What follows belongs to an exercise in optimizing a design on an open flow for small area and a short achievable clock period; a production flow would make more cautious choices.
Where RTL was checked, it was by simulation tests only, not by an equivalence proof against the original.
No functional check of the RTL was part of runs 2 to 4.
Power is estimated from default activity; no workload was simulated.

## design/flow/flow/run.sh

```bash
#!/bin/bash
# The standard layout, with the port buffers made of plain buffers
# (sky130_fd_sc_hd__buf_4) instead of the resizer's default choice, and
# synthesis mapping for a lighter load (ABC_LOAD_IN_FF 1) so that it picks
# smaller gates; timing repair sizes up the ones that need it.
set -euo pipefail
export BUFFER_PORTS_ARGS="-buffer_cell sky130_fd_sc_hd__buf_4"
bash standard.sh ABC_LOAD_IN_FF=1 finish > standard_finish.log 2>&1
```

## design/flow/standard.sh

```bash
#!/bin/bash
# synth_recipe.tcl (not shown) runs the flow's synth.tcl, then flattens the netlist and writes it again
# the make line also repeats each setting of config.mk as NAME=value (left out here)
make -C /OpenROAD-flow-scripts/flow DESIGN_CONFIG=/design/flow/config.mk WORK_HOME=/design/flow/orfs CLKGATE_MAP_FILE= SYNTH_SCRIPT=/design/flow/synth_recipe.tcl "${@:-finish}"
```

## design/flow/config.mk

```make
export PLATFORM = sky130hd
export DESIGN_NAME = BIST
export DESIGN_NICKNAME = BIST
export VERILOG_FILES = /design/flow/design.v
export SDC_FILE = /design/flow/constraint.sdc
export NUM_CORES = 4
export LEC_CHECK = 0
export CAP_MARGIN = 20
export CORE_MARGIN = 2
export CORE_UTILIZATION = 55
export CTS_CLUSTER_DIAMETER = 100
export CTS_CLUSTER_SIZE = 25
export SETUP_SLACK_MARGIN = 2.0
export SLEW_MARGIN = 20
export SYNTH_HIERARCHICAL = 1
```

## design/flow/constraint.sdc

```tcl
create_clock -name core_clock -period 4.2 [get_ports {clk}]
set_input_delay 0.8400 -clock core_clock [delete_from_list [all_inputs] [get_ports {clk}]]
set_output_delay 0.8400 -clock core_clock [all_outputs]
set_load 0.01 [all_outputs]
```

## design/flow/design.v

```verilog
module bist_multiplexer (
    input logic [7:0] normal_data,
    input logic normal_rwbar,
    input logic [3:0] bist_data,
    input logic bist_we,
    input logic NbarT,
    output logic we,
    output logic [7:0] mem_data
);
assign we = bist_we | (~NbarT & ~normal_rwbar);
assign mem_data = NbarT ? {4'b0000, bist_data} : normal_data;
endmodule
module bist_addrdec (
    input logic clk,
    input logic [5:0] normal_addr,
    input logic [7:0] blo,
    input logic [7:0] bhi,
    input logic nact_next,
    output logic [7:0] lo,
    output logic [7:0] hi
);
logic nact;
always_ff @(posedge clk)
    nact <= nact_next;
always_comb
    for (int i = 0; i < 8; i++) begin
        lo[i] = blo[i] | (nact & (normal_addr[2:0] == i[2:0]));
        hi[i] = bhi[i] | (nact & (normal_addr[5:3] == i[2:0]));
    end
endmodule
module bist_wordsel (
    input logic [7:0] lo,
    input logic [7:0] hi,
    input logic en,
    output logic [63:0] sel
);
always_comb
    for (int w = 0; w < 64; w++)
        sel[w] = hi[w / 8] & lo[w % 8] & en;
endmodule
module bist_rdbit (
    input logic [63:0] sel,
    input logic [63:0] d,
    input logic byp,
    input logic byp_d,
    output logic q
);
logic [31:0] t1;
logic [7:0] t2;
logic [3:0] t3;
for (genvar k = 0; k < 31; k++) begin : g1
    bist_aoi22 A (.a(sel[2*k]), .b(d[2*k]), .c(sel[2*k+1]), .d(d[2*k+1]), .y(t1[k]));
end
bist_aoi222 AB (.a(sel[62]), .b(d[62]), .c(sel[63]), .d(d[63]), .e(byp), .f(byp_d), .y(t1[31]));
for (genvar k = 0; k < 8; k++) begin : g2
    bist_nand4 N (.a(t1[4*k]), .b(t1[4*k+1]), .c(t1[4*k+2]), .d(t1[4*k+3]), .y(t2[k]));
end
for (genvar k = 0; k < 4; k++) begin : g3
    bist_nor2 R (.a(t2[2*k]), .b(t2[2*k+1]), .y(t3[k]));
end
bist_nand4 F (.a(t3[0]), .b(t3[1]), .c(t3[2]), .d(t3[3]), .y(q));
endmodule
module bist_aoi222 (input logic a, b, c, d, e, f, output logic y);
assign y = ~((a & b) | (c & d) | (e & f));
endmodule
module bist_aoi22 (input logic a, b, c, d, output logic y);
assign y = ~((a & b) | (c & d));
endmodule
module bist_nand4 (input logic a, b, c, d, output logic y);
assign y = ~(a & b & c & d);
endmodule
module bist_nor2 (input logic a, b, output logic y);
assign y = ~(a | b);
endmodule
module bist_comparator (
    input logic clk,
    input logic NbarT,
    input logic write_en,
    input logic [3:0] data_t,
    input logic [7:0] ramout,
    output logic fail
);
always_ff @(posedge clk)
    fail <= NbarT & ~write_en & (ramout != {4'b0000, data_t});
endmodule
module bist_sram
(
    input logic [7:0] rlo,
    input logic [7:0] rhi,
    input logic [7:0] wlo,
    input logic [7:0] whi,
    input logic [7:0] ramin,
    input logic we, clk,
    output logic [7:0] ramout
);
    logic [7:0] rd;
    logic [7:0] mem [64];
    logic [63:0] rsel, wsel;
    logic [63:0] col [8];
    bist_wordsel RSEL (.lo(rlo), .hi(rhi), .en(~we), .sel(rsel));
    bist_wordsel WSEL (.lo(wlo), .hi(whi), .en(we), .sel(wsel));
    always_ff @(posedge clk)
        for (int w = 0; w < 64; w++)
            if (wsel[w])
                mem[w] <= ramin;
    always_comb
        for (int b = 0; b < 8; b++)
            for (int w = 0; w < 64; w++)
                col[b][w] = mem[w][b];
    for (genvar b = 0; b < 8; b++) begin : g_rd
        bist_rdbit R (.sel(rsel), .d(col[b]), .byp(we), .byp_d(ramin[b]), .q(rd[b]));
    end
    always_ff @(posedge clk)
        ramout <= rd;
endmodule
module bist_controller (
  input clk,
  input reset,
  input start,
  output reg [7:0] lo,
  output reg [7:0] hi,
  output reg write_en,
  output [3:0] data_in,
  input [3:0] data_out,
  output reg bist_done,
  output reg bist_result,
  output test_mode,
  output nact_next
);
  localparam BLANKET_0 = 3'b000, BLANKET_1 = 3'b001, CHECKERBOARD = 3'b010,
             CHECKERBOARD_INV = 3'b011, MARCH_C = 3'b100, MARCH_A = 3'b101;
  reg act, rd, direction, d1, d0;
  reg [2:0] pattern;
  reg [7:0] count;
  reg act_n, rd_n, dir_n, d1_n, d0_n, we_n, done_n, res_n;
  reg [2:0] pat_n;
  reg [7:0] count_n;
  reg [5:0] addr_n;
  assign test_mode = act;
  assign nact_next = ~act_n;
  assign data_in = {d1, d0, d1, d0};
  wire last = &count;
  wire [7:0] count_inc = count + 8'd1;
  wire [5:0] addr_step = direction ? count_inc[5:0] : ~count[5:0];
  always_comb begin
    act_n = act;
    rd_n = rd;
    dir_n = direction;
    d1_n = d1;
    d0_n = d0;
    we_n = write_en;
    done_n = bist_done;
    res_n = bist_result;
    pat_n = pattern;
    count_n = count;
    addr_n = 6'd0;
    if (reset) begin
      act_n = 1'b0;
      rd_n = 1'b0;
      pat_n = BLANKET_0;
      count_n = 8'd0;
      we_n = 1'b0;
      d1_n = 1'b0;
      d0_n = 1'b0;
      done_n = 1'b0;
      res_n = 1'b1;
      dir_n = 1'b1;
    end else if (!act) begin
      if (start && !bist_done) begin
        act_n = 1'b1;
        rd_n = 1'b0;
        count_n = 8'd0;
        we_n = 1'b1;
        d1_n = 1'b0;
        d0_n = 1'b0;
      end
    end else if (!rd) begin
      if (last) begin
        rd_n = 1'b1;
        count_n = 8'd0;
        we_n = 1'b0;
      end else begin
        count_n = count_inc;
        addr_n = addr_step;
        if (pattern == CHECKERBOARD) begin
          d1_n = ~count[0];
          d0_n = count[0];
        end else if (pattern == CHECKERBOARD_INV) begin
          d1_n = count[0];
          d0_n = ~count[0];
        end
      end
    end else begin
      if (last) begin
        if (pattern == MARCH_A && !direction) begin
          act_n = 1'b0;
          done_n = 1'b1;
        end else begin
          rd_n = 1'b0;
          count_n = 8'd0;
          we_n = 1'b1;
          addr_n = ((pattern == MARCH_C || pattern == MARCH_A) && direction) ? 6'h3f : 6'd0;
          case (pattern)
            BLANKET_0: pat_n = BLANKET_1;
            BLANKET_1: begin
              pat_n = CHECKERBOARD;
              d1_n = 1'b1;
              d0_n = 1'b1;
            end
            CHECKERBOARD: begin
              pat_n = CHECKERBOARD_INV;
              d1_n = 1'b0;
              d0_n = 1'b1;
            end
            CHECKERBOARD_INV: begin
              pat_n = MARCH_C;
              d1_n = 1'b1;
              d0_n = 1'b0;
            end
            MARCH_C: begin
              if (direction) dir_n = 1'b0;
              else pat_n = MARCH_A;
              d1_n = 1'b0;
              d0_n = 1'b0;
            end
            MARCH_A: begin
              dir_n = 1'b0;
              d1_n = 1'b1;
              d0_n = 1'b1;
            end
            default: ;
          endcase
        end
      end else begin
        if (data_out != data_in) res_n = 1'b0;
        if (pattern == MARCH_C) begin
          if (count == 8'd0) begin
            d1_n = 1'b1;
            d0_n = 1'b1;
            we_n = 1'b1;
          end else if (count == 8'd1) begin
            if (data_out != 4'hF) res_n = 1'b0;
            d1_n = 1'b0;
            d0_n = 1'b0;
            we_n = 1'b1;
          end else if (count == 8'd2) begin
            if (data_out != 4'h0) res_n = 1'b0;
            we_n = 1'b0;
          end
        end else if (pattern == MARCH_A) begin
          if (count == 8'd0) begin
            if (data_out != 4'h0) res_n = 1'b0;
            d1_n = 1'b1;
            d0_n = 1'b1;
            we_n = 1'b1;
          end else if (count == 8'd1) begin
            if (data_out != 4'hF) res_n = 1'b0;
            we_n = 1'b0;
          end
        end
        count_n = count_inc;
        addr_n = addr_step;
      end
    end
  end
  always @(posedge clk) begin
    act <= act_n;
    rd <= rd_n;
    direction <= dir_n;
    d1 <= d1_n;
    d0 <= d0_n;
    write_en <= we_n;
    bist_done <= done_n;
    bist_result <= res_n;
    pattern <= pat_n;
    count <= count_n;
    for (int i = 0; i < 8; i++) begin
      lo[i] <= act_n && (addr_n[2:0] == i[2:0]);
      hi[i] <= act_n && (addr_n[5:3] == i[2:0]);
    end
  end
endmodule
module BIST #(
  parameter int size = 6,
  parameter int length = 8
) (
  input logic start, rst, clk, rwbarin,
  input logic [size-1:0] address,
  input logic [length-1:0] datain,
  output logic [length-1:0] dataout,
  output logic fail,
  output logic bist_done,
  output logic bist_result
);
  logic NbarT, nact_next, write_en, we;
  logic [7:0] blo, bhi, rlo, rhi, wlo, whi;
  logic [3:0] data_t;
  logic [7:0] ramin, ramout;
  bist_multiplexer MUX (
    .normal_data(datain),
    .normal_rwbar(rwbarin),
    .bist_data(data_t),
    .bist_we(write_en),
    .NbarT(NbarT),
    .we(we),
    .mem_data(ramin)
  );
  bist_addrdec WDEC (
    .clk(clk),
    .normal_addr(address),
    .blo(blo),
    .bhi(bhi),
    .nact_next(nact_next),
    .lo(wlo),
    .hi(whi)
  );
  bist_addrdec RDEC (
    .clk(clk),
    .normal_addr(address),
    .blo(blo),
    .bhi(bhi),
    .nact_next(nact_next),
    .lo(rlo),
    .hi(rhi)
  );
  bist_controller CNTRL (
    .clk(clk),
    .reset(rst),
    .start(start),
    .lo(blo),
    .hi(bhi),
    .write_en(write_en),
    .data_in(data_t),
    .data_out(ramout[3:0]),
    .bist_done(bist_done),
    .bist_result(bist_result),
    .test_mode(NbarT),
    .nact_next(nact_next)
  );
  bist_sram MEM (
    .rlo(rlo),
    .rhi(rhi),
    .wlo(wlo),
    .whi(whi),
    .ramin(ramin),
    .we(we),
    .clk(clk),
    .ramout(ramout)
  );
  bist_comparator CMP (
    .clk(clk),
    .NbarT(NbarT),
    .write_en(write_en),
    .data_t(data_t),
    .ramout(ramout),
    .fail(fail)
  );
  assign dataout = ramout;
endmodule
```

==> summary.md, run 1 <==
| Metric | Value |
|---|---|
| Share of cells above drive strength 1 | 16.1% |
| Initial Util | about 56% |
| IR drop worst, VDD | between 300 and 400 uV |
| Antenna violations before repair | 2 |
| EDFF count, synth | approximately 510 |
| Synth unique cells | 64 |
| Synth warnings | 15 |
| Critical path peak fanout | 10 |
| Share of synthesized registers carrying an async set or reset | 0% |
| Status | no timing/DRC/antenna violations |
| Routed len/inst | 29.1 um |
| Most used DFF post-synth | edfxtp_1 |
| Final Hold Fails | 0 |
| CTS clk-pin slew, worst paths | roughly 0.1 ns |
| Drt pass-1 iters | 5 |
| CTS Buffer Depth | 3 |
| Final setup TNS | 0 ns |
| Hold Crit Class | reg -> reg |
| Via density | between 6 and 7 |
| Area leader, netlist | edfxtp_1 |
| Clk sinks | between 500 and 600 |
| DIE AREA | between 40000 and 50000 um2 |
| IO Count | 29 |
| Hold Buf Count CTS | 0 |
| Worst r2r path cells | 7 |
| Period utilization | 52.8% |
| CTS Root Cell | clkbuf_16 |
| Total Routing Usage GR | a little over a quarter |
| WP data arrival | 2.69 ns |
| Largest net degree at the start of global routing | 73 |
| DIE WIDTH | between 200 and 250 um |
| Initial DRC count | 1386 |
| CTS tree | built |
| Pwr Density | around 410 nW/um2 |
| RSZ-0062 raised after global routing | yes |
| Critical path startpoint category | flip-flop |
| Slew HR | 46.3% |
| Post-Synthesis Cells | 1332 |
| Placer Congestion | between 0.8 and 0.9 |
| NumNets Final | about 1.4k |
| Syn Area/Cell | approximately 16 um2 |
| Crit path kind | reg -> reg |
| Count leader, synth | edfxtp_1 |
| Congestion Overflow GR | 0 |
| Top cells by count, synth | 512 x edfxtp_1, 248 x a22oi_1, 95 x and3_1, 74 x nand4_1, 65 x nor2_1 |
| Period minus WS final | around 2.2 ns |
| Synth area leaders | edfxtp_1 71%, a22oi_1 8.7%, dfxtp_1 4.3% |
| Count of pins over their slew limit | 0 |
| Dpl hpwl | 35300 um |
| Synth Register Bits | around 560 |
| Final setup viols | 0 |
| WP data required | around 4.7 ns |
| Core box area | ~39000 um2 |
| Max Cap Viol | 0 |
| Later-pin clock latency in the skew report | around 0.59 ns |
| Final Core Density | between 60 and 70% |
| CP Capture Type | flip-flop |
| Port buffer count | 28 |
| Synthesis-to-layout area growth | 8.86% |
| Post-synth net total | ~1.4k |
| Sequential share of the synthesized area | between 70% and 80% |
| Die span in y | 202 um |
| CTS Buf Count | 26 |
| # DRC | 0 |
| Hold path depth | 2 |
| Worst slew pin tran | ~0.81 ns |
| Leakage | roughly 7.6 nW |
| ANT nets after route | 0 |
| Row Count | 72 |
| Vias in the first global route | between 10k and 15k |
| Final Routed Wirelength | 55400 um |
| Clock skew | ~0.020 ns |
| First-pass GRT wire length | between 80000 and 90000 um |
| H-tree depth | 1 |
| Fmax | about 450 MHz |
| Yosys top cell area share | 71.5% |
| Mapped cell area | ~22000 um2 |
| Via count | 12.7k |
[modules after synthesis (local to each module, per instance), a selection]
module	flops+latches	cells	times used	cell area [um2]
bist_sram	520	521	1	15500
bist_multiplexer	0	10	1	103
bist_aoi222	0	1	8	10.0
bist_addrdec	1	26	2	235
bist_aoi22	0	1	248	7.51
bist_wordsel	0	70	2	453
bist_nor2	0	1	32	3.75
bist_comparator	1	9	1	78.8
bist_nand4	0	1	72	6.26
bist_controller	35	240	1	1900
[registers in the layout (all words and copies together), names as in the netlist, 3 cells and up]
| register | cells |
|---|---|
| MEM.mem | 512 |
| CNTRL.hi | 8 |
| CNTRL.lo | 8 |
| MEM.ramout | 8 |
| CNTRL.count | 8 |
| CNTRL.pattern | 3 |
[logic make-up after synthesis]
group / synth area share (%)
adder cells (fa/ha/maj): 0.233
AO/OA/AOI/OAI: 12.6
multiplexers: 0.227
XOR/XNOR: 0.244
flip-flops: 75.7
buffers and inverters: 1.22
AND/OR/NAND/NOR: 9.69
[metrics by stage]
step | hold WS [ns] | setup WS, ns | instances | instance area [um2] | power [W]
finish | 0.480 | 1.98 | 1905 | 23400 | 0.00963
detailed placement | 0.467 | 0.910 | 1855 | 22300 | 0.00684
global placement | 0.459 | 0.942 | 1855 | 22300 | 0.00683
global route | 0.511 | 1.95 | 1902 | 23400 | 0.00989
floorplan | 0.419 | 1.97 | 1332 | 21500 | 0.00656
CTS | 0.484 | 1.95 | 1901 | 23200 | 0.00966
[final cells by class]
| cell class | count | area (um2) |
|---|---|---|
| Sequential cell | 558 | 16300 |
| Fill cell | 2894 | 15200 |
| Multi-Input combinational cell | 721 | 5310 |
| Clock buffer | 45 | 743 |
| Tap cell | 518 | 648 |
| Timing Repair Buffer | 38 | 297 |
| Inverter | 21 | 86.3 |
| Clock inverter | 1 | 20.0 |
| Antenna cell | 3 | 7.51 |
[placed cells by master, fill, tap and decap left out, types with 16 or more instances in the layout]
| cell | n |
|---|---|
| a22oi_2 | 16 |
| and3_1 | 74 |
| dfxtp_1 | 38 |
| nand4_1 | 74 |
| inv_1 | 20 |
| clkbuf_16 | 27 |
| nand2_1 | 17 |
| a22oi_1 | 232 |
| clkbuf_1 | 18 |
| buf_4 | 36 |
| edfxtp_1 | 512 |
| nor2_1 | 46 |
| a21oi_1 | 17 |
| o21ai_0 | 16 |
| and3_2 | 45 |
[power breakdown]
| part | total, W | switching [W] | internal (W) |
|---|---|---|---|
| clock | 0.00289 | 0.00167 | 0.00123 |
| combinational | 0.000534 | 0.000395 | 0.000139 |
| sequential | 0.00621 | 0.0000579 | 0.00615 |
| total | 0.00963 | 0.00212 | 0.00751 |
[critical path, cell delays in order, from the launching register on]
cell	delay, ns
dfxtp_4	0.40
nor2b_4	0.16
a31o_4	0.32
and3_2	0.29
a22oi_1	0.35
nand4_1	0.23
nor2_2	0.24
nand4_1	0.10
[path summary, 6_finish.rpt]
kind	slack, ns	end	startpoint
setup / recovery	1.98	MEM.ramout[6]	RDEC.nact
hold / removal	0.48	CNTRL.bist_done	CNTRL.bist_done
hold reg to reg	0.48	CNTRL.bist_done	CNTRL.bist_done
setup reg to reg	1.98	MEM.ramout[6]	RDEC.nact
[timing repair]
action / CTS / global route
hold endpoints to repair: 0 / 0
buffers inserted: 0 / 1
setup endpoints to repair: 54 / 158
pin swaps: 8 / 13
resized for setup: 63 / 51
[layer usage]
layer  routed length (um)  share of wire, %  vias up  GRT usage (%)
met5                    0                 0        -              0
met4                 1690               3.1        0           8.22
met3                 3930               7.1       81           4.63
met2                26200                47      489           43.5
met1                23600                43     6531           38.7
li1                     -                 -     5624              -
==> run 2, diff against run 1 <==
--- a/design/flow/design.v
+++ b/design/flow/design.v
@@ -77,11 +77,14 @@
     input logic NbarT,
     input logic write_en,
     input logic [3:0] data_t,
-    input logic [7:0] ramout,
+    input logic [7:0] rd,
+    output logic [7:0] seen,
     output logic fail
 );
-always_ff @(posedge clk)
-    fail <= NbarT & ~write_en & (ramout != {4'b0000, data_t});
+always_ff @(posedge clk) begin
+    seen <= rd;
+    fail <= NbarT & ~write_en & (seen != {4'b0000, data_t});
+end
 endmodule
 module bist_sram
 (
@@ -91,9 +94,9 @@
     input logic [7:0] whi,
     input logic [7:0] ramin,
     input logic we, clk,
+    output logic [7:0] rd,
     output logic [7:0] ramout
 );
-    logic [7:0] rd;
     logic [7:0] mem [64];
     logic [63:0] rsel, wsel;
     logic [63:0] col [8];
@@ -295,7 +298,7 @@
   logic NbarT, nact_next, write_en, we;
   logic [7:0] blo, bhi, rlo, rhi, wlo, whi;
   logic [3:0] data_t;
-  logic [7:0] ramin, ramout;
+  logic [7:0] ramin, rd, ramout, seen;
   bist_multiplexer MUX (
     .normal_data(datain),
     .normal_rwbar(rwbarin),
@@ -331,7 +334,7 @@
     .hi(bhi),
     .write_en(write_en),
     .data_in(data_t),
-    .data_out(ramout[3:0]),
+    .data_out(seen[3:0]),
     .bist_done(bist_done),
     .bist_result(bist_result),
     .test_mode(NbarT),
@@ -345,6 +348,7 @@
     .ramin(ramin),
     .we(we),
     .clk(clk),
+    .rd(rd),
     .ramout(ramout)
   );
   bist_comparator CMP (
@@ -352,7 +356,8 @@
     .NbarT(NbarT),
     .write_en(write_en),
     .data_t(data_t),
-    .ramout(ramout),
+    .rd(rd),
+    .seen(seen),
     .fail(fail)
   );
   assign dataout = ramout;
==> summary.md, run 2 <==
| Metric | Value |
|---|---|
| Sequential share of the synthesized area | 75.8% (+0.10 points) |
| Syn Area/Cell | 16.3 um2 (+0.85%) |
| Placement Cell Area | 22400 um2 (+0.74%) |
| # DRC | 0 (unchanged) |
| CP peak stage delay | 0.36 ns (-0.04 ns) |
| Final setup viols | 0 (unchanged) |
| Reg2reg setup slack | 1.99 ns (about the same) |
| Initial DRC count | 1687 (+22%) |
| Commonest non-fill, non-tap cell in the layout | edfxtp_1 |
| CTS tree | built |
| IR drop worst, VDD | 393 uV (+3.4%) |
| Worst r2r src | CNTRL.act |
| Critical path startpoint category | flip-flop |
| Port buffer count | 28 (unchanged) |
| Yosys top cell area share | 70.9% (-0.60 points) |
| Synth unique cells | 69 (+7.8%) |
| Placer Congestion | 0.885 (-1.0%) |
| Post-synth net total | 1354 (unchanged) |
| Pwr Density | 409 nW/um2 (-0.63%) |
| Drt pass-1 iters | 6 (+1) |
| Most flops, register | MEM.mem |
| EDFF count, synth | 512 (unchanged) |
| Synth warnings | 15 (unchanged) |
| First-pass GRT wire length | 84700 um (+4.4%) |
| Hold path start | CNTRL.bist_done |
| Later-pin clock latency in the skew report | 0.60 ns (about the same) |
| RSZ-0062 raised after global routing | yes |
| Hold Buf Count CTS | 0 (unchanged) |
| Status | no timing/DRC/antenna violations |
| # fillers | 2855 (-1.3%) |
| Initial Util | 55.9% (+0.21 points) |
| Most used DFF post-synth | edfxtp_1 |
| Worst slew pin tran | 0.845 ns (+0.0399 ns) |
| Share of cells above drive strength 1 | 20.5% (+4.3 points) |
| Row Count | 72 (unchanged) |
| Slowest cell on the critical path | dfxtp_4 |
| Period minus WS final | 2.21 ns (-0.00357 ns) |
| IO Count | 29 (unchanged) |
| Share of synthesized registers carrying an async set or reset | 0% (unchanged) |
| CTS Buf Count | 26 (unchanged) |
| # diodes | 0 (-3) |
| CTS clk-pin slew, worst paths | 0.10 ns (about the same) |
| Via count | 13.0k (+1.9%) |
| Area leader, netlist | edfxtp_1 |
| Hold Crit Class | reg -> reg |
| Clk sinks | 566 (+1.4%) |
| Final Routed Wirelength | 58500 um (+5.7%) |
| Clock skew | 0.0236 ns (+0.00373 ns) |
| Crit path kind | reg -> reg |
| DIE WIDTH | 203 um (+0.41%) |
| Max Cap Viol | 0 (unchanged) |
| Largest net degree at the start of global routing | 73 (unchanged) |
| NumNets Final | 1405 (+1.2%) |
| Congestion Overflow GR | 0 (unchanged) |
| Die span in y | 203 um (+0.41%) |
| Leakage | 7.79 nW (+2.5%) |
| Final instance area | 24100 um2 (+2.8%) |
| Largest register FFs | 512 (unchanged) |
| Top cells by count, synth | 512 x edfxtp_1, 250 x a22oi_1, 95 x and3_1, 74 x nand4_1, 67 x nor2_1 |
| Critical path peak fanout | 16 (+6) |
| Count leader, synth | edfxtp_1 |
| Crit-path cells | buf_12 -> o21bai_4 -> buf_12 -> buf_12 -> inv_12 -> and3_4 -> a22oi_1 -> nand4_1 -> nor2_4 -> nand4_1 |
| Period utilization | 52.7% (-0.085 points) |
| Total Routing Usage GR | 28.2% (+1.1 points) |
| Worst r2r path cells | 10 (+3) |
| Final Core Density | 62.0% (+1.4 points) |
| ANT nets after route | 0 (unchanged) |
| CTS Buffer Depth | 3 (unchanged) |
| Synth Register Bits | 566 (+1.4%) |
| Dpl hpwl | 36300 um (+2.7%) |
| Most frequent cells in the layout | 512 x edfxtp_1, 203 x a22oi_1, 74 x nand4_1 |
| Crit path top cell by count | buf_12 |
| H-tree depth | 1 (unchanged) |
| Critical path endpoint | CMP.seen[5] |
| Synth area leaders | edfxtp_1 71%, a22oi_1 8.7%, dfxtp_1 5.0% |
| WP data arrival | 2.68 ns (about the same) |
| Antenna violations before repair | 6 (+4) |
| Final setup TNS | 0 ns (unchanged) |
| CP Capture Type | flip-flop |
| Slew HR | 43.7% (-2.7 points) |
| Area of the multi-input gates | 5600 um2 (+5.5%) |
| Count of pins over their slew limit | 0 (unchanged) |
| CTS Root Cell | clkbuf_16 |
| Mapped cell area | 21700 um2 (+0.85%) |
| Routed len/inst | 30.5 um (+4.8%) |
| Register cell area after layout | 16500 um2 (+0.93%) |
| Fmax | 452 MHz (+0.16%) |
| Via density | 6.75 (+1.1%) |
| Vias in the first global route | 12.7k (+1.9%) |
| Core box area | 38800 um2 (+0.47%) |
| WP data required | 4.67 ns (about the same) |
| DIE AREA | 41100 um2 (+0.83%) |
| Final Hold Fails | 0 (unchanged) |
| Worst r2r dst | CMP.seen[5] |
| Critical path origin | CNTRL.act |
| Synthesis-to-layout area growth | 10.9% |
| Post-Synthesis Cells | 1332 (unchanged) |
-- run 2: cell count changes after synthesis, sizes merged, moves of 6 or more --
cell / before / now
dfxtp: 46 / 54
nor4: 2 / 8
buf: 18 / 26
clkbuf: 14 / 6
-- run 2: what timing repair did --
item,CTS,global route
setup endpoints to repair,100,120
pin swaps,18,42
gates cloned,2,3
setup buffers,1,11
resized for setup,84,111
-- run 2: cell type report --
type | instances | area share [%]
Timing Repair Buffer | 51 | 1.92
Multi-Input combinational cell | 717 | 23.3
Clock inverter | 1 | 0.0468
Inverter | 18 | 0.390
Clock buffer | 47 | 3.12
Sequential cell | 566 | 68.4
Timing Repair inverter | 3 | 0.161
Tap cell | 518 | 2.69
-- run 2: per-module statistics from Yosys (local to each module, per instance), a selection --
module | times used | cells inside | flip-flops and latches | area (um2)
bist_nand4 | 72 | 1 | 0 | 6.26
bist_sram | 1 | 521 | 520 | 15500
bist_comparator | 1 | 17 | 9 | 239
bist_addrdec | 2 | 26 | 1 | 235
bist_wordsel | 2 | 70 | 0 | 453
bist_aoi222 | 8 | 1 | 0 | 10.0
bist_nor2 | 32 | 1 | 0 | 3.75
-- run 2: layer usage --
layer / global-route usage [%] / part of all wire, % / vias up
met5: 0 / 0.0051 / -
met1: 40.4 / 41 / 6625
met3: 4.41 / 8.5 / 94
met4: 6.54 / 2.9 / 2
li1: - / - / 5659
met2: 46.1 / 48 / 588
-- run 2: how the worst min path moves through the flow --
| stage | endpoint | slack, ns | cells after the start |
|---|---|---|---|
| 2_1_floorplan | CMP.fail | 0.42 | 1 |
| 3_3_place_gp | CNTRL.bist_done | 0.46 | 2 |
| 3_5_place_dp | CNTRL.bist_done | 0.46 | 2 |
| 4_1_cts | CNTRL.bist_done | 0.48 | 2 |
| 5_1_grt | CNTRL.bist_done | 0.52 | 2 |
| 6_report | CNTRL.bist_done | 0.48 | 2 |
-- run 2: cell families after synthesis --
group	count (synthesis)	synth area share (%)
mux	6	0.317
simple gates	342	9.58
buf+inv	50	1.25
fa+ha+maj	4	0.231
flops	566	75.8
compound gates	351	12.2
xor+xnor	13	0.525
-- run 2: worst max-delay path, delay by kind of cell, from the launching register on --
| family | cells | cell delay, ns |
|---|---|---|
| AND/OR/NAND/NOR | 4 | 0.85 |
| AO/OA/AOI/OAI | 2 | 0.36 |
| buffers and inverters | 4 | 0.51 |
| flip-flops | 1 | 0.36 |
-- run 2: through the flow --
| step | cells | hold slack, ns | total power, W | worst slack, ns |
|---|---|---|---|---|
| final | 1921 | 0.480 | 0.00984 | 1.99 |
| after global routing | 1921 | 0.515 | 0.0101 | 1.93 |
| after CTS | 1907 | 0.480 | 0.00980 | 1.99 |
| after detailed placement | 1856 | 0.465 | 0.00696 | 0.931 |
| after global placement | 1856 | 0.459 | 0.00696 | 0.982 |
| after floorplan | 1332 | 0.419 | 0.00666 | 1.95 |
-- run 2: report_power, final --
group	switching, W	leakage [nW]	internal (W)
registers	0.0000678	5.09	0.00624
logic	0.000457	2.33	0.000180
clock network	0.00167	0.362	0.00123
==> run 3, diff against run 2 <==
--- a/design/flow/design.v
+++ b/design/flow/design.v
@@ -13,30 +13,26 @@
 module bist_addrdec (
     input logic clk,
     input logic [5:0] normal_addr,
-    input logic [7:0] blo,
-    input logic [7:0] bhi,
+    input logic [11:0] bg,
     input logic nact_next,
-    output logic [7:0] lo,
-    output logic [7:0] hi
+    output logic [11:0] g
 );
 logic nact;
 always_ff @(posedge clk)
     nact <= nact_next;
 always_comb
-    for (int i = 0; i < 8; i++) begin
-        lo[i] = blo[i] | (nact & (normal_addr[2:0] == i[2:0]));
-        hi[i] = bhi[i] | (nact & (normal_addr[5:3] == i[2:0]));
-    end
+    for (int f = 0; f < 3; f++)
+        for (int i = 0; i < 4; i++)
+            g[4*f+i] = bg[4*f+i] | (nact & (normal_addr[2*f +: 2] == i[1:0]));
 endmodule
 module bist_wordsel (
-    input logic [7:0] lo,
-    input logic [7:0] hi,
+    input logic [11:0] g,
     input logic en,
     output logic [63:0] sel
 );
 always_comb
     for (int w = 0; w < 64; w++)
-        sel[w] = hi[w / 8] & lo[w % 8] & en;
+        sel[w] = g[w % 4] & g[4 + (w / 4) % 4] & g[8 + w / 16] & en;
 endmodule
 module bist_rdbit (
     input logic [63:0] sel,
@@ -48,21 +44,20 @@
 logic [31:0] t1;
 logic [7:0] t2;
 logic [3:0] t3;
-for (genvar k = 0; k < 31; k++) begin : g1
+logic b;
+for (genvar k = 0; k < 32; k++) begin : g1
     bist_aoi22 A (.a(sel[2*k]), .b(d[2*k]), .c(sel[2*k+1]), .d(d[2*k+1]), .y(t1[k]));
 end
-bist_aoi222 AB (.a(sel[62]), .b(d[62]), .c(sel[63]), .d(d[63]), .e(byp), .f(byp_d), .y(t1[31]));
 for (genvar k = 0; k < 8; k++) begin : g2
     bist_nand4 N (.a(t1[4*k]), .b(t1[4*k+1]), .c(t1[4*k+2]), .d(t1[4*k+3]), .y(t2[k]));
 end
-for (genvar k = 0; k < 4; k++) begin : g3
-    bist_nor2 R (.a(t2[2*k]), .b(t2[2*k+1]), .y(t3[k]));
-end
+bist_and2 B (.a(byp), .b(byp_d), .y(b));
+bist_nor2 R0 (.a(t2[0]), .b(t2[1]), .y(t3[0]));
+bist_nor2 R1 (.a(t2[2]), .b(t2[3]), .y(t3[1]));
+bist_nor2 R2 (.a(t2[4]), .b(t2[5]), .y(t3[2]));
+bist_nor3 R3 (.a(t2[6]), .b(t2[7]), .c(b), .y(t3[3]));
 bist_nand4 F (.a(t3[0]), .b(t3[1]), .c(t3[2]), .d(t3[3]), .y(q));
 endmodule
-module bist_aoi222 (input logic a, b, c, d, e, f, output logic y);
-assign y = ~((a & b) | (c & d) | (e & f));
-endmodule
 module bist_aoi22 (input logic a, b, c, d, output logic y);
 assign y = ~((a & b) | (c & d));
 endmodule
@@ -72,6 +67,12 @@
 module bist_nor2 (input logic a, b, output logic y);
 assign y = ~(a | b);
 endmodule
+module bist_nor3 (input logic a, b, c, output logic y);
+assign y = ~(a | b | c);
+endmodule
+module bist_and2 (input logic a, b, output logic y);
+assign y = a & b;
+endmodule
 module bist_comparator (
     input logic clk,
     input logic NbarT,
@@ -88,10 +89,8 @@
 endmodule
 module bist_sram
 (
-    input logic [7:0] rlo,
-    input logic [7:0] rhi,
-    input logic [7:0] wlo,
-    input logic [7:0] whi,
+    input logic [11:0] rg,
+    input logic [11:0] wg,
     input logic [7:0] ramin,
     input logic we, clk,
     output logic [7:0] rd,
@@ -100,8 +99,8 @@
     logic [7:0] mem [64];
     logic [63:0] rsel, wsel;
     logic [63:0] col [8];
-    bist_wordsel RSEL (.lo(rlo), .hi(rhi), .en(~we), .sel(rsel));
-    bist_wordsel WSEL (.lo(wlo), .hi(whi), .en(we), .sel(wsel));
+    bist_wordsel RSEL (.g(rg), .en(~we), .sel(rsel));
+    bist_wordsel WSEL (.g(wg), .en(we), .sel(wsel));
     always_ff @(posedge clk)
         for (int w = 0; w < 64; w++)
             if (wsel[w])
@@ -120,8 +119,7 @@
   input clk,
   input reset,
   input start,
-  output reg [7:0] lo,
-  output reg [7:0] hi,
+  output reg [11:0] ga,
   output reg write_en,
   output [3:0] data_in,
   input [3:0] data_out,
@@ -277,9 +275,10 @@
     bist_result <= res_n;
     pattern <= pat_n;
     count <= count_n;
-    for (int i = 0; i < 8; i++) begin
-      lo[i] <= act_n && (addr_n[2:0] == i[2:0]);
-      hi[i] <= act_n && (addr_n[5:3] == i[2:0]);
+    for (int i = 0; i < 4; i++) begin
+      ga[i] <= act_n && (addr_n[1:0] == i[1:0]);
+      ga[i+4] <= act_n && (addr_n[3:2] == i[1:0]);
+      ga[i+8] <= act_n && (addr_n[5:4] == i[1:0]);
     end
   end
 endmodule
@@ -296,7 +295,7 @@
   output logic bist_result
 );
   logic NbarT, nact_next, write_en, we;
-  logic [7:0] blo, bhi, rlo, rhi, wlo, whi;
+  logic [11:0] bg, rg, wg;
   logic [3:0] data_t;
   logic [7:0] ramin, rd, ramout, seen;
   bist_multiplexer MUX (
@@ -311,27 +310,22 @@
   bist_addrdec WDEC (
     .clk(clk),
     .normal_addr(address),
-    .blo(blo),
-    .bhi(bhi),
+    .bg(bg),
     .nact_next(nact_next),
-    .lo(wlo),
-    .hi(whi)
+    .g(wg)
   );
   bist_addrdec RDEC (
     .clk(clk),
     .normal_addr(address),
-    .blo(blo),
-    .bhi(bhi),
+    .bg(bg),
     .nact_next(nact_next),
-    .lo(rlo),
-    .hi(rhi)
+    .g(rg)
   );
   bist_controller CNTRL (
     .clk(clk),
     .reset(rst),
     .start(start),
-    .lo(blo),
-    .hi(bhi),
+    .ga(bg),
     .write_en(write_en),
     .data_in(data_t),
     .data_out(seen[3:0]),
@@ -341,10 +335,8 @@
     .nact_next(nact_next)
   );
   bist_sram MEM (
-    .rlo(rlo),
-    .rhi(rhi),
-    .wlo(wlo),
-    .whi(whi),
+    .rg(rg),
+    .wg(wg),
     .ramin(ramin),
     .we(we),
     .clk(clk),
==> summary.md, run 3 <==
| Metric | Value |
|---|---|
| Register cell area after layout | 16400 um2 (-0.50%) |
| # diodes | 0 (unchanged) |
| Initial Util | 55.5% (-0.34 points) |
| Port buffer count | 28 (unchanged) |
| Largest net degree at the start of global routing | 73 (unchanged) |
| WP data arrival | 2.64 ns (-0.04 ns) |
| Count of pins over their slew limit | 0 (unchanged) |
| H-tree depth | 1 (unchanged) |
| Slew HR | 21.9% (-22 points) |
| Final Hold Fails | 0 (unchanged) |
| Most frequent cells in the layout | 512 x edfxtp_1, 212 x a22oi_1, 92 x and4_1 |
| Placer Congestion | 0.927 (+4.7%) |
| Routed len/inst | 31.0 um (+1.7%) |
| Hold Buf Count CTS | 0 (unchanged) |
| M1 wire length | 24900 um (+4.8%) |
| Dpl hpwl | 37000 um (+2.0%) |
| Via density | 6.89 (+2.1%) |
| CP peak stage delay | 0.32 ns (-0.04 ns) |
| Area leader, netlist | edfxtp_1 |
| Hold Crit Class | reg -> reg |
| Final Routed Wirelength | 59500 um (+1.6%) |
| Placement Cell Area | 22700 um2 (+1.2%) |
| Row Count | 73 (+1.4%) |
| Period utilization | 52.1% (-0.60 points) |
| Final setup viols | 0 (unchanged) |
| IR drop worst, VDD | 361 uV (-8.1%) |
| Clock skew | 0.0272 ns (+0.00354 ns) |
| Initial DRC count | 1648 (-2.3%) |
| Clk sinks | 562 (-0.71%) |
| EDFF count, synth | 512 (unchanged) |
| Via count | 13.2k (+2.1%) |
| RSZ-0062 raised after global routing | yes |
| Max Cap Viol | 0 (unchanged) |
| Reg2reg setup slack | 2.02 ns (+0.03 ns) |
| Post-synth net total | 1358 (+0.30%) |
| Critical path peak fanout | 40 (+24) |
| Post-Synthesis Cells | 1336 (+0.30%) |
| Synth area leaders | edfxtp_1 70%, a22oi_1 8.8%, and4_1 5.2% |
| Worst slew pin tran | 1.16 ns (+0.315 ns) |
| Period minus WS final | 2.19 ns (-0.0251 ns) |
| Max Used Layer | met4 |
| ANT nets after route | 0 (unchanged) |
| Share of cells above drive strength 1 | 16.5% (-4.0 points) |
| Final Core Density | 61.0% (-1.0 points) |
| Most flops, register | MEM.mem |
| CTS tree | built |
| # DRC | 0 (unchanged) |
| Pre-CTS setup slack | 1.04 ns (+0.107 ns) |
| CTS clk-pin slew, worst paths | 0.10 ns (about the same) |
| CTS Root Cell | clkbuf_16 |
| Area of the multi-input gates | 5720 um2 (+2.2%) |
| CP Capture Type | flip-flop |
| DIE WIDTH | 204 um (+0.61%) |
| Pwr Density | 409 nW/um2 (about the same) |
| Total Routing Usage GR | 28.6% (+0.38 points) |
| Most used DFF post-synth | edfxtp_1 |
| Mapped cell area | 22000 um2 (+1.2%) |
| Vias in the first global route | 12.8k (+0.67%) |
| Drt pass-1 iters | 10 (+4) |
| IO Count | 29 (unchanged) |
| Crit path kind | in -> reg |
| Critical path startpoint category | input pin |
| Top Registers | MEM.mem (512), CNTRL.ga (12) |
| Crit-path cells | buf_4 -> o21bai_4 -> inv_1 -> buf_4 -> and4_2 -> a22oi_1 -> nand4_1 -> nor2_1 -> nand4_1 |
| Synth warnings | 15 (unchanged) |
| Final setup TNS | 0 ns (unchanged) |
| Later-pin clock latency in the skew report | 0.60 ns (about the same) |
| Count leader, synth | edfxtp_1 |
| CTS Buffer Depth | 3 (unchanged) |
| # fillers | 2963 (+3.8%) |
| Core box area | 39500 um2 (+1.9%) |
| Slowest cell on the critical path | and4_2 |
| Sequential share of the synthesized area | 74.6% (-1.3 points) |
| Syn Area/Cell | 16.4 um2 (+0.94%) |
| Worst setup margin | 2.01 ns (+0.0251 ns) |
| Commonest non-fill, non-tap cell in the layout | edfxtp_1 |
| Congestion Overflow GR | 0 (unchanged) |
| Leakage | 7.51 nW (-3.5%) |
| Fmax | 457 MHz (+1.1%) |
| Largest register FFs | 512 (unchanged) |
| Synthesis-to-layout area growth | 9.75% |
| Wire length on met3 | 5450 um (+9.8%) |
| Synth unique cells | 63 (-8.7%) |
| Top cells by count, synth | 512 x edfxtp_1, 257 x a22oi_1, 131 x and4_1, 73 x nand4_1, 50 x dfxtp_1 |
| Status | no timing/DRC/antenna violations |
| Yosys top cell area share | 70.0% (-0.87 points) |
| CTS Buf Count | 26 (unchanged) |
| Met2 WL | 27600 um (-2.0%) |
| DIE AREA | 41600 um2 (+1.2%) |
| Die span in y | 204 um (+0.61%) |
| NumNets Final | 1398 (-0.50%) |
| WP data required | 4.65 ns (-0.02 ns) |
| Synth Register Bits | 562 (-0.71%) |
| Share of synthesized registers carrying an async set or reset | 0% (unchanged) |
| First-pass GRT wire length | 86600 um (+2.2%) |
| Final instance area | 24100 um2 (+0.16%) |
| Antenna violations before repair | 2 (-4) |
==> run 3: cell types whose count changed in the layout (fill, tap and decap cells not counted), moves of 10 or more <==
cell / delta
and3_2: -39
nand2b_1: +12
and4_1: +92
a41o_2: -10
and4_4: +27
and4_2: +11
and3_1: -41
and3_4: -43
o21bai_1: +17
nor2_1: -20
==> run 3: cell families (layout without fill, tap and decap cells) <==
kind of cell | after synthesis | after routing | synth area share [%]
AO/OA/AOI/OAI | 349 | 349 | 11.7
XOR/XNOR | 8 | 8 | 0.319
adder cells (fa/ha/maj) | 4 | 4 | 0.228
flip-flops | 562 | 562 | 74.6
multiplexers | 8 | 10 | 0.404
buffers and inverters | 70 | 127 | 2.22
AND/OR/NAND/NOR | 335 | 335 | 10.5
==> run 3: critical path: cells and delay by family <==
kind,cells,cell delay [ns]
AOI/OAI and AO/OA,2,0.43
and+or+nand+nor,4,0.89
buffers and inverters,3,0.47
==> run 3: metrics by stage <==
stage                     instances  hold WS, ns  power (W)
after floorplan                1336        0.419    0.00670
after global placement         1869        0.440    0.00702
after detailed placement       1869        0.469    0.00703
after CTS                      1917        0.501    0.00984
after global routing           1920        0.512     0.0101
final                          1920        0.496    0.00985
==> run 3: repair_timing <==
item	in CTS	in global routing
buffers inserted	0	1
pin swaps	14	26
endpoints found under the setup margin	512	123
endpoints found under the hold margin	0	0
cloned	1	2
resized for setup	63	91
==> run 3: area by class of cell <==
type / count / area share (%)
repair buffers: 64 / 2.20
clock buffers: 45 / 2.99
multi-input cells: 706 / 23.7
flip-flops and latches: 562 / 67.9
well taps: 525 / 2.73
clock inverters: 2 / 0.135
inverters: 16 / 0.249
==> run 3: final timing paths <==
check / startpoint / endpoint / cells past startpoint
worst max-delay path: rwbarin / MEM.ramout[1] / 9
worst min-delay path: CNTRL.bist_result / CNTRL.bist_result / 1
worst max register to register: CNTRL.act / MEM.ramout[1] / 8
worst min register to register: CNTRL.bist_result / CNTRL.bist_result / 1
==> run 3: metal layers <==
layer	vias up	global-route usage, %
met4	0	7.95
met3	96	4.94
met2	698	44.2
met5	-	0
met1	6705	42.3
li1	5736	-
==> run 3: report_power, final <==
group          switching (W)  internal, W
clock network        0.00167      0.00119
registers          0.0000727      0.00621
logic               0.000521     0.000186
total                0.00227      0.00758
==> run 3: modules after synthesis, one instance, submodules excluded, a selection <==
| module | area (um2) | copies in the design |
|---|---|---|
| bist_and2 | 6.26 | 8 |
| bist_wordsel | 724 | 2 |
| bist_comparator | 239 | 1 |
| bist_addrdec | 151 | 2 |
| bist_aoi22 | 7.51 | 256 |
| bist_nor2 | 3.75 | 24 |
| bist_multiplexer | 103 | 1 |
| bist_controller | 1780 | 1 |
| bist_nand4 | 6.26 | 72 |
| bist_sram | 15500 | 1 |
| bist_nor3 | 5.00 | 8 |
==> run 4, diff against run 3 <==
--- a/design/flow/design.v
+++ b/design/flow/design.v
@@ -15,6 +15,7 @@
     input logic [5:0] normal_addr,
     input logic [11:0] bg,
     input logic nact_next,
+    input logic en,
     output logic [11:0] g
 );
 logic nact;
@@ -23,16 +24,16 @@
 always_comb
     for (int f = 0; f < 3; f++)
         for (int i = 0; i < 4; i++)
-            g[4*f+i] = bg[4*f+i] | (nact & (normal_addr[2*f +: 2] == i[1:0]));
+            g[4*f+i] = (bg[4*f+i] | (nact & (normal_addr[2*f +: 2] == i[1:0])))
+                       & (f != 2 || en);
 endmodule
 module bist_wordsel (
     input logic [11:0] g,
-    input logic en,
     output logic [63:0] sel
 );
 always_comb
     for (int w = 0; w < 64; w++)
-        sel[w] = g[w % 4] & g[4 + (w / 4) % 4] & g[8 + w / 16] & en;
+        sel[w] = g[w % 4] & g[4 + (w / 4) % 4] & g[8 + w / 16];
 endmodule
 module bist_rdbit (
     input logic [63:0] sel,
@@ -99,8 +100,8 @@
     logic [7:0] mem [64];
     logic [63:0] rsel, wsel;
     logic [63:0] col [8];
-    bist_wordsel RSEL (.g(rg), .en(~we), .sel(rsel));
-    bist_wordsel WSEL (.g(wg), .en(we), .sel(wsel));
+    bist_wordsel RSEL (.g(rg), .sel(rsel));
+    bist_wordsel WSEL (.g(wg), .sel(wsel));
     always_ff @(posedge clk)
         for (int w = 0; w < 64; w++)
             if (wsel[w])
@@ -312,6 +313,7 @@
     .normal_addr(address),
     .bg(bg),
     .nact_next(nact_next),
+    .en(we),
     .g(wg)
   );
   bist_addrdec RDEC (
@@ -319,6 +321,7 @@
     .normal_addr(address),
     .bg(bg),
     .nact_next(nact_next),
+    .en(~we),
     .g(rg)
   );
   bist_controller CNTRL (
==> summary.md, run 4 <==
| Metric | Value |
|---|---|
| CTS Buffer Depth | 3 (unchanged) |
| CTS clk-pin slew, worst paths | 0.10 ns (about the same) |
| WP data arrival | 2.79 ns (+0.15 ns) |
| Mapped cell area | 21600 um2 (-1.8%) |
| Status | no timing/DRC/antenna violations |
| Final setup TNS | 0 ns (unchanged) |
| Count of pins over their slew limit | 0 (unchanged) |
| Comb pwr share | 6.5% (-0.7 points) |
| Reg2reg setup slack | 1.81 ns (-0.21 ns) |
| WP buf/inv | 2 (-1) |
| Syn Area/Cell | 16.2 um2 (-1.3%) |
| Sw Ratio | 22.4% (-0.57 points) |
| Antenna violations before repair | 0 (-2) |
| Register cell area after layout | 16400 um2 (unchanged) |
| Synthesis-to-layout area growth | 11.3% |
| Share of cells above drive strength 1 | 22.6% (+6.1 points) |
| Largest register FFs | 512 (unchanged) |
| Largest net degree at the start of global routing | 66 (-9.6%) |
| Dpl hpwl | 35200 um (-4.8%) |
| Post-synth net total | 1352 (-0.44%) |
| CTS Root Cell | clkbuf_16 |
| Hold endpoint | CNTRL.bist_result |
| Final Routed Wirelength | 55900 um (-6.0%) |
| Most used DFF post-synth | edfxtp_1 |
| Period minus WS final | 2.40 ns (+0.212 ns) |
| Port buffer count | 28 (unchanged) |
| H-tree depth | 1 (unchanged) |
| Top Registers | MEM.mem (512), CNTRL.ga (12) |
| Drt pass-1 iters | 5 (-5) |
| Congestion Overflow GR | 0 (unchanged) |
| Core box area | 38600 um2 (-2.3%) |
| Fmax | 417 MHz (-8.8%) |
| RSZ-0062 raised after global routing | yes |
| Via density | 6.69 (-3.0%) |
| Via count | 12.8k (-3.0%) |
| Hold path depth | 1 (unchanged) |
| Clock power frac | 29.4% (+0.3 points) |
| DIE AREA | 40800 um2 (-1.7%) |
| # fillers | 2826 (-4.6%) |
| First-pass GRT wire length | 81100 um (-6.3%) |
| Total Routing Usage GR | 27.2% (-1.4 points) |
| Period utilization | 57.2% (+5.0 points) |
| Sequential share of the synthesized area | 75.9% (+1.3 points) |
| WP data required | 4.59 ns (-0.06 ns) |
| Count leader, synth | edfxtp_1 |
| Final setup viols | 0 (unchanged) |
| IR drop worst, VDD | 346 uV (-4.2%) |
| Critical path startpoint category | input pin |
| Top cells by count, synth | 512 x edfxtp_1, 257 x a22oi_1, 137 x and3_1, 73 x nand4_1, 50 x dfxtp_1 |
| CTS Buf Count | 26 (unchanged) |
| Placer Congestion | 0.881 (-4.9%) |
| Most flops, register | MEM.mem |
| CTS tree | built |
| Post-Synthesis Cells | 1330 (-0.45%) |
| Final Core Density | 62.1% (+1.2 points) |
| Sequential share of power | 64.0% (+0.3 points) |
| Worst r2r src | CNTRL.act |
| Critical path peak fanout | 16 (-60%) |
| Synth unique cells | 62 (-1.6%) |
| Pwr Density | 409 nW/um2 (about the same) |
| Initial DRC count | 1457 (-12%) |
| Vias in the first global route | 12.4k (-3.3%) |
| Hold Crit Class | reg -> reg |
| Clock skew | 0.0207 ns (-0.00649 ns) |
| DIE WIDTH | 202 um (-0.87%) |
| Commonest non-fill, non-tap cell in the layout | edfxtp_1 |
| Die span in y | 202 um (-0.87%) |
| IO Count | 29 (unchanged) |
| Slowest cell on the critical path | a31o_2 |
| Hold path start | CNTRL.bist_result |
| Area of the multi-input gates | 5650 um2 (-1.3%) |
| Final Hold Fails | 0 (unchanged) |
| Initial Util | 55.8% (+0.29 points) |
| CP peak stage delay | 0.45 ns (+0.13 ns) |
| Synth warnings | 15 (unchanged) |
| Max Cap Viol | 0 (unchanged) |
| Routed len/inst | 29.1 um (-6.0%) |
| Worst slew pin tran | 0.887 ns (-0.273 ns) |
| Worst r2r path cells | 9 (+1) |
| Later-pin clock latency in the skew report | 0.58 ns (-0.02 ns) |
| Synth area leaders | edfxtp_1 71%, a22oi_1 8.9%, dfxtp_1 4.6% |
| CP Capture Type | flip-flop |
| Slew HR | 40.3% (+18 points) |
| Cell-internal power | 0.00761 W (+0.32%) |
| Area leader, netlist | edfxtp_1 |
| Row Count | 72 (-1.4%) |
| ANT nets after route | 0 (unchanged) |
| Synth Register Bits | 562 (unchanged) |
| Share of synthesized registers carrying an async set or reset | 0% (unchanged) |
| # DRC | 0 (unchanged) |
| Critical path origin | address[3] |
| Crit-path cells | buf_4 -> inv_1 -> a31o_2 -> and3_2 -> a22oi_1 -> nand4_1 -> nor2_2 -> nand4_1 |
| Sw power | 0.00220 W (-2.9%) |
| EDFF count, synth | 512 (unchanged) |
| Clk sinks | 562 (unchanged) |
| Leakage | 7.67 nW (+2.1%) |
| NumNets Final | 1403 (+0.36%) |
| Worst path top cell family by delay | simple AND/OR/NAND/NOR gates |
| Crit path kind | in -> reg |
| Worst r2r dst | MEM.ramout[3] |
| Crit path top cell by count | nand4_1 |
| Most frequent cells in the layout | 512 x edfxtp_1, 209 x a22oi_1, 73 x nand4_1 |
| Yosys top cell area share | 71.3% (+1.3 points) |
[run 4: worst register-to-register path, cell delays in order (launching register included)]
cell and delay, ns:
dfxtp_2 0.35, o21bai_4 0.23, inv_4 0.10, nand2_1 0.12
o21ai_4 0.16, and3_2 0.34, a22oi_1 0.27, nand4_1 0.16
nor2_2 0.23, nand4_1 0.25
[run 4: how the worst max path moves through the flow]
stage	to	slack, ns	cells past startpoint
after floorplan	CMP.seen[0]	1.88	10
after global placement	CMP.seen[3]	0.95	10
after detailed placement	CMP.seen[3]	0.90	10
after CTS	CMP.seen[3]	1.90	9
after global routing	CMP.seen[3]	1.81	9
final	MEM.ramout[3]	1.80	8
[run 4: modules after synthesis (local to each module, per instance), excerpt]
module            cells  cell area, um2
BIST                  1            3.75
bist_addrdec         26             161
bist_and2             1            6.26
bist_aoi22            1            7.51
bist_comparator      17             239
bist_controller     210            1780
bist_multiplexer     10             103
bist_nand4            1            6.26
bist_nor2             1            3.75
bist_nor3             1            5.00
bist_sram           520           15500
bist_wordsel         76             520
[run 4: power groups by stage]
stage	logic [W]	clock network [W]	registers (W)
after floorplan	0.000293	0	0.00637
after global placement	0.000572	0	0.00641
after detailed placement	0.000584	0	0.00640
after CTS	0.000621	0.00291	0.00628
after global routing	0.000674	0.00312	0.00629
final	0.000641	0.00289	0.00628
[run 4: logic make-up after synthesis]
| group | share of synthesized area [%] |
|---|---|
| xor gates and xnor gates | 0.325 |
| buffers and inverters | 1.82 |
| and+or+nand+nor | 9.45 |
| AOI/OAI and AO/OA | 11.9 |
| muxes | 0.412 |
| adders and majority gates | 0.232 |
| DFF | 75.9 |
[run 4: layer usage]
layer	GRT usage, %	share of wire, %	vias to the layer above
li1	-	-	5611
met1	39.4	42	6597
met2	43.2	47	549
met3	4.66	8.2	85
met4	6.88	2.5	0
met5	0	0	-
[run 4: what timing repair did]
action | in CTS | in global routing
gates resized for setup | 123 | 62
setup endpoints to repair | 609 | 438
buffers inserted | 6 | 8
pin swaps | 41 | 35
hold buffers | 0 | 0
[run 4: layout make-up]
class                           count  share of cell area, %
Clock inverter                      3                 0.0782
Tap cell                          518                   2.70
Sequential cell                   562                   68.2
Multi-Input combinational cell    714                   23.5
Inverter                           14                  0.229
Timing Repair Buffer               63                   2.14
Clock buffer                       45                   3.10
Antenna cell                        1                 0.0104
[run 4: per-stage QoR]
step                setup WS (ns)  cell area, um2  total power (W)  hold WS [ns]  instances
detailed placement          0.900           22500          0.00699         0.453       1857
global route                 1.81           24000           0.0101         0.492       1919
global placement            0.948           22500          0.00698         0.442       1857
CTS                          1.90           23700          0.00981         0.480       1911
finish                       1.80           24000          0.00981         0.482       1920
floorplan                    1.88           21800          0.00667         0.419       1330

[re-timing with driven ports]
The results above use ideal ports. As a check the final layouts listed here were re-extracted and re-timed, cells and wires unchanged. Step 1, drivers: a clkbuf_16 drives clk and a buf_2 each remaining input, both assumed. Step 2 adds t to the input delays and takes it off the output delays; t is the mean of the earliest and latest rising clock arrival at the registers after step 1. Input paths then give back, and output paths get back, about the clock's delay inside the block. a / b / c = ideal ports / drivers / drivers and shift; a / b = the first two.
| run | t, ns | setup slack, ns | worst data-port slew with drivers (ns) |
|---|---|---|---|
| run 1 | 0.633 | 1.983 / 1.983 / 1.381 | 0.04 |
| run 2 | 0.640 | 1.987 / 1.987 / 1.385 | 0.04 |
| run 3 | 0.645 | 2.012 / 2.022 / 1.395 | 0.04 |
| run 4 | 0.635 | 1.800 / 1.812 / 1.185 | 0.04 |
After both steps every run listed still meets setup and hold. The setup slack of run 3, which loses most, moves by +0.010 ns with the drivers and by -0.617 ns with both steps.
